This is an optimization exercise on Yosys and OpenROAD, whose aim is small area, not a production implementation.
The RTL was checked by simulation tests, not by an equivalence proof against the original design.
Power is estimated from default activity; no workload was simulated.

==> flow/design.v <==
module registrars_bank (
  input        clk,
  input        rst,
  input  [7:0] wd3,
  input  [2:0] wa3,
  input        we3,
  input  [2:0] ra1, ra2,
  output [7:0] rd1, rd2,
  output [7:0] saida_1, saida_2, saida_3, saida_4, saida_5, saida_6, saida_7);
  wire [8*8-1:0] x;
  assign x[7:0] = 8'd0;
  wire [7:0] wsel = {7'd0, we3} << wa3;
  wire [7:0] sel1 = 8'd1 << ra1;
  wire [7:0] sel2 = 8'd1 << ra2;
  genvar k, b;
  generate
    for (k = 1; k < 8; k = k + 1) begin : reg_g
      wire we = wsel[k];
      wire hold = ~wsel[k];
      for (b = 0; b < 8; b = b + 1) begin : bit_g
        reg_bit u (.clk(clk), .rst(rst), .we(we), .hold(hold), .d(wd3[b]),
          .q(x[8*k + b]));
      end
    end
    for (b = 0; b < 8; b = b + 1) begin : rd_g
      reg_rd_bit p1 (.s(sel1[7:1]), .d({x[56+b], x[48+b], x[40+b], x[32+b],
        x[24+b], x[16+b], x[8+b]}), .q(rd1[b]));
      reg_rd_bit p2 (.s(sel2[7:1]), .d({x[56+b], x[48+b], x[40+b], x[32+b],
        x[24+b], x[16+b], x[8+b]}), .q(rd2[b]));
    end
  endgenerate
  assign saida_1 = x[15:8];  assign saida_2 = x[23:16];
  assign saida_3 = x[31:24]; assign saida_4 = x[39:32];
  assign saida_5 = x[47:40]; assign saida_6 = x[55:48];
  assign saida_7 = x[63:56];
endmodule
module reg_bit (
  input      clk,
  input      rst,
  input      we,
  input      hold,
  input      d,
  output reg q);
  always @(posedge clk or negedge rst)
    if (!rst) q <= 1'b0;
    else q <= (d & we) | (q & hold);
endmodule
module reg_rd_bit (
  input  [6:0] s,
  input  [6:0] d,
  output       q);
  assign q = |(s & d);
endmodule
module Data_mem (
  input        clk,
  input        rst,       
  input  [7:0] A,
  input  [7:0] WD,
  input        WE,
  input  [7:0] sw_in,
  output [7:0] RD);
  reg written;
  always @(posedge clk or negedge rst)
    if (!rst) written <= 1'b0;
    else if (WE) written <= 1'b1;
  wire clr_n = ~(WE & ~written);
  wire [15:0] lo    = 16'b1 << A[3:0];
  wire [15:0] hi    = 16'b1 << A[7:4];
  wire [15:0] hi_rd = hi & {lo[15] | written, {15{written}}};
  wire [15:0] hi_wr = hi & {16{WE}};
  wire [7:0] wd_n = ~WD;
  wire [8*256-1:0] data_n;
  assign data_n[8*255 +: 8] = ~sw_in;
  wire [15:0] lo_n = ~lo;
  genvar i;
  generate
    for (i = 0; i < 255; i = i + 1) begin : byte_g
      wire we_n, hold_n;
      mem_dec dec (.lo(lo[i % 16]), .hi_wr(hi_wr[i / 16]), .we_n(we_n));
      mem_hold hld (.we_n(we_n), .clr_n(clr_n), .hold_n(hold_n));
      mem_byte u (.clk(clk), .we_n(we_n), .hold_n(hold_n), .d_n(wd_n),
        .q_n(data_n[8*i +: 8]));
    end
  endgenerate
  generate
    for (i = 0; i < 8; i = i + 1) begin : rd_g
      wire [15:0] grp_n;
      genvar g, k;
      for (g = 0; g < 16; g = g + 1) begin : grp_g
        wire [15:0] col_n;
        for (k = 0; k < 16; k = k + 1) begin : col_g
          assign col_n[k] = data_n[8*(16*g + k) + i];
        end
        mem_rd_grp r (.lo_n(lo_n), .d_n(col_n), .hi(hi_rd[g]),
          .y_n(grp_n[g]));
      end
      mem_rd_fin f (.y_n(grp_n), .q(RD[i]));
    end
  endgenerate
endmodule
module mem_dec (
  input  lo, hi_wr,
  output we_n);
  assign we_n = ~(lo & hi_wr);
endmodule
module mem_hold (
  input  we_n, clr_n,
  output hold_n);
  assign hold_n = ~(we_n & clr_n);
endmodule
module mem_byte (
  input        clk,
  input        we_n,
  input        hold_n,
  input  [7:0] d_n,
  output [7:0] q_n);
  genvar b;
  generate
    for (b = 0; b < 8; b = b + 1) begin : bit_g
      mem_bit u (.clk(clk), .we_n(we_n), .hold_n(hold_n), .d_n(d_n[b]),
        .q_n(q_n[b]));
    end
  endgenerate
endmodule
module mem_bit (
  input      clk,
  input      we_n,
  input      hold_n,
  input      d_n,
  output reg q_n);
  always @(posedge clk)
    q_n <= (d_n | we_n) & (q_n | hold_n);
endmodule
module mem_rd_grp (
  input  [15:0] lo_n,
  input  [15:0] d_n,
  input         hi,
  output        y_n);
  wire [1:0] h;
  mem_rd_half h0 (.lo_n(lo_n[7:0]),  .d_n(d_n[7:0]),  .y(h[0]));
  mem_rd_half h1 (.lo_n(lo_n[15:8]), .d_n(d_n[15:8]), .y(h[1]));
  assign y_n = ~(hi & (h[0] | h[1]));
endmodule
module mem_rd_half (
  input  [7:0] lo_n,
  input  [7:0] d_n,
  output       y);
  assign y = ~&(lo_n | d_n);
endmodule
module mem_rd_fin (
  input  [15:0] y_n,
  output        q);
  assign q = ~&y_n;
endmodule
`default_nettype none
module lasd_cpu (
input wire clk,
input wire rst_n,
output wire [7:0] instr_addr,
input wire [31:0] instr,
input wire [7:0] sw_in,
output wire [7:0] data_out,
output wire [7:0] reg_x1, reg_x2, reg_x3, reg_x4, reg_x5, reg_x6, reg_x7
);
wire [6:0] op = instr[6:0];
wire [2:0] f3 = instr[14:12];
wire [6:0] f7 = instr[31:25];
wire f3_0  = (f3 == 3'b000);
wire f7_0  = (f7 == 7'b0000000);
wire opR   = (op == 7'b0110011);
wire isR   = opR & ((f7_0 & (f3 != 3'b001) & (f3 != 3'b011)) |
                    ((f7 == 7'b0100000) & f3_0));
wire isI   = (op == 7'b0010011) & (f3_0 | (f3 == 3'b110) | (f3 == 3'b111));
wire isL   = (op == 7'b0000011) & f3_0;
wire isS   = (op == 7'b0100011) & f3_0;
wire isB   = (op == 7'b1100011) & f3_0;
wire isJ   = (op == 7'b1101111);
wire isJR  = (op == 7'b1100111) & f3_0;
wire imm_sb = op[5] & ~op[2];               
wire src_r  = op[5] & op[4];                
wire a_pc   = op[6] & (op[3] | ~op[2]);     
wire sub    = instr[30] | instr[13];        
wire [7:0] pc;
wire [7:0] r1, r2;
wire [7:0] imm;
assign imm[7:5] = instr[27:25];
assign imm[4:1] = imm_sb ? instr[11:8] : instr[24:21];
assign imm[0]   = imm_sb ? (~op[6] & instr[7]) : (~op[3] & instr[20]);
wire [7:0] b    = src_r ? r2 : imm;
wire [7:0] a    = a_pc ? pc : r1;
wire       cin  = src_r & sub;
wire [8:0] sum9 = {1'b0, a} + {1'b0, b ^ {8{cin}}} + {8'd0, cin};
wire [7:0] sum  = sum9[7:0];
wire       ltu  = ~sum9[8];
wire [7:0] imm_ls;
assign imm_ls[7:5] = instr[27:25];
assign imm_ls[4:1] = op[5] ? instr[11:8] : instr[24:21];
assign imm_ls[0]   = op[5] ? instr[7] : instr[20];
wire [7:0] addr = r1 + imm_ls;
wire [7:0] srl  = (|b[7:3]) ? 8'd0 : (r1 >> b[2:0]);
reg [7:0] alu;
always @(*) begin
  case (f3)
    3'b111:  alu = r1 & b;
    3'b110:  alu = r1 | b;
    3'b100:  alu = r1 ^ b;
    3'b010:  alu = {7'd0, ltu};
    3'b101:  alu = srl;
    default: alu = sum;
  endcase
end
wire [7:0] pc4 = {pc[7:2] + 6'd1, pc[1:0]};
wire [7:0] ld;
Data_mem memoria_dados (.clk(clk), .rst(rst_n), .A(addr), .WD(r2), .WE(isS),
  .sw_in(sw_in), .RD(ld));
wire [7:0] wd = op[4] ? alu : (op[2] ? pc4 : ld);
wire       we = isR | isI | isL | isJ;
registrars_bank registradores (.clk(clk), .rst(rst_n), .wd3(wd),
  .wa3(instr[9:7]), .we3(we), .ra1(instr[17:15]), .ra2(instr[22:20]),
  .rd1(r1), .rd2(r2),
  .saida_1(reg_x1), .saida_2(reg_x2), .saida_3(reg_x3), .saida_4(reg_x4),
  .saida_5(reg_x5), .saida_6(reg_x6), .saida_7(reg_x7));
wire eq    = (r1 == r2);
wire taken = isJ | isJR | (isB & eq);
reg [7:0] pc_q;
always @(posedge clk or negedge rst_n)
  if (!rst_n) pc_q <= 8'd0;
  else pc_q <= taken ? sum : pc4;
wire       out_we = isS & (addr == 8'hFF);
wire       out_hold = ~out_we;
wire [7:0] out_q;
genvar gi;
generate
  for (gi = 0; gi < 8; gi = gi + 1) begin : out_g
    reg_bit u (.clk(clk), .rst(rst_n), .we(out_we), .hold(out_hold),
      .d(r2[gi]), .q(out_q[gi]));
  end
endgenerate
assign pc = pc_q;
assign instr_addr = pc_q;
assign data_out = out_q;
endmodule
`default_nettype wire
export LEC_CHECK = 0
export CAP_MARGIN = 20
export CORE_MARGIN = 2
export CORE_UTILIZATION = 35
export PLACE_DENSITY = 0.7
export SLEW_MARGIN = 20
export SYNTH_HIERARCHICAL = 1
create_clock -name core_clock -period 10.0 [get_ports {clk}]
standard.sh (not shown) runs the stock make flow with config.mk's settings and CLKGATE_MAP_FILE= SYNTH_SCRIPT=/design/flow/synth_recipe.tcl, a recipe that flattens the netlist after the stock synthesis.
==> flow/flow/run.sh <==
#!/bin/bash
# Layout flow: the standard flow (standard.sh: the standard synthesis and
# ORFS place and route) with three changes to how the layout is made:
#  - ports are buffered with buf_1 instead of a delay cell,
#  - clock tree synthesis uses no dummy loads,
#  - clock tree buffers are clkbuf_8, with clusters of up to 16 sinks.
# Every tool's output is kept in a log file in this folder.
set -e
export BUFFER_PORTS_ARGS="-buffer_cell sky130_fd_sc_hd__buf_1"
export CTS_ARGS="-sink_clustering_enable -repair_clock_nets -dont_use_dummy_load -sink_clustering_size 16 -sink_clustering_max_diameter 60 -buf_list {sky130_fd_sc_hd__clkbuf_8}"
bash standard.sh > standard_flow.log 2>&1
==> next run, changes <==
==> flow/flow/run.sh (replaced) <==
#!/bin/bash
# Layout flow: the standard flow (standard.sh: the standard synthesis and
# ORFS place and route) with three changes to how the layout is made:
#  - ports are buffered with buf_1 instead of a delay cell,
#  - clock tree synthesis uses no dummy loads,
#  - clock tree buffers are clkbuf_8, with clusters of up to 18 sinks.
# Every tool's output is kept in a log file in this folder.
set -e
export BUFFER_PORTS_ARGS="-buffer_cell sky130_fd_sc_hd__buf_1"
export CTS_ARGS="-sink_clustering_enable -repair_clock_nets -dont_use_dummy_load -sink_clustering_size 18 -sink_clustering_max_diameter 60 -buf_list {sky130_fd_sc_hd__clkbuf_8}"
bash standard.sh > standard_flow.log 2>&1
- CORE_UTILIZATION: 35 -> 50
- PLACE_DENSITY: 0.7 -> 0.9
=>
- worst setup slack got worse by 0.063 ns
- total power shrinks by 1.7%
- critical path depth grows by 2
- clock power shrinks by 5.4%
- clock skew shrinks by 0.0048 ns
- design area shrinks by 1.8%
==> next run, changes <==
- CORE_UTILIZATION: 50 -> 35
What happened: Global-route usage decreases by 8.4 points; via count increases by 0.90%; power is about the same; final cell count rises by 9.1%; sequential power stays flat; synthesized area stays the same.
==> next run, changes <==
==> flow/flow/run.sh (replaced) <==
#!/bin/bash
# Layout flow: the standard flow (standard.sh: the standard synthesis and
# ORFS place and route) with three changes to how the layout is made:
#  - ports are buffered with buf_1 instead of a delay cell,
#  - clock tree synthesis uses no dummy loads,
#  - clock tree buffers are clkbuf_8, with clusters of up to 16 sinks.
# Every tool's output is kept in a log file in this folder.
set -e
export BUFFER_PORTS_ARGS="-buffer_cell sky130_fd_sc_hd__buf_1"
export CTS_ARGS="-sink_clustering_enable -repair_clock_nets -dont_use_dummy_load -sink_clustering_size 16 -sink_clustering_max_diameter 60 -buf_list {sky130_fd_sc_hd__clkbuf_8}"
bash standard.sh > standard_flow.log 2>&1
- PLACE_DENSITY: 0.9 -> 0.8
Result:
- sequential power barely changes
- sequential share of layout area is lower by 0.25 points
- total power came out higher by about 1.2%
- worst setup slack improved by 0.34 ns
- synthesized area stays the same
- clock skew fell by 0.026 ns
- final area goes up by about 0.5%
==> next run, changes <==
==> flow/flow/run.sh (replaced) <==
#!/bin/bash
# Layout flow: the standard flow (standard.sh: the standard synthesis and
# ORFS place and route) with three changes to how the layout is made:
#  - ports are buffered with buf_1 instead of a delay cell,
#  - clock tree synthesis uses no dummy loads,
#  - clock tree buffers are clkbuf_8, with clusters of up to 18 sinks.
# Every tool's output is kept in a log file in this folder.
set -e
export BUFFER_PORTS_ARGS="-buffer_cell sky130_fd_sc_hd__buf_1"
export CTS_ARGS="-sink_clustering_enable -repair_clock_nets -dont_use_dummy_load -sink_clustering_size 18 -sink_clustering_max_diameter 60 -buf_list {sky130_fd_sc_hd__clkbuf_8}"
bash standard.sh > standard_flow.log 2>&1
- PLACE_DENSITY: 0.8 -> 0.85
Outcome: Synthesized cell count does not change; cell count shrinks by 0.35%; sequential power is about the same; worst setup slack is worse by 0.26 ns.

==> what the ideal ports hide <==
Ports are ideal in the flow. The routed layouts listed here were re-timed in OpenROAD. Step 1 assumes that a clkbuf_16 drives the clock port and a buf_2 every other input. Step 2 adds t to the input delays and takes it off the output delays; t is the mean of the earliest and latest rising clock arrival at the registers after step 1. Input paths then give back, and output paths get back, about the clock's delay inside the block. Slacks: no drivers / after step 1 / after step 2; pairs: no drivers / after step 1.
| run | shift t [ns] | setup slack, ns | worst register clock-pin slew, ns | worst data-port slew with drivers (ns) |
|---|---|---|---|---|
| the first run | 1.000 | 1.630 / 1.695 / 0.695 | 0.11 / 0.11 | 0.09 |
| the second run | 0.997 | 1.566 / 1.608 / 0.611 | 0.12 / 0.12 | 0.05 |
| the third run | 0.992 | 1.474 / 1.524 / 0.532 | 0.12 / 0.12 | 0.11 |
| the fourth run | 0.989 | 1.813 / 1.873 / 0.884 | 0.11 / 0.11 | 0.11 |
| the fifth run | 0.974 | 1.549 / 1.612 / 0.638 | 0.12 / 0.12 | 0.13 |
After both steps every run listed still meets setup and hold. For the second run, which loses most, drivers alone change the setup slack by +0.042 ns; drivers and shift together by -0.955 ns.
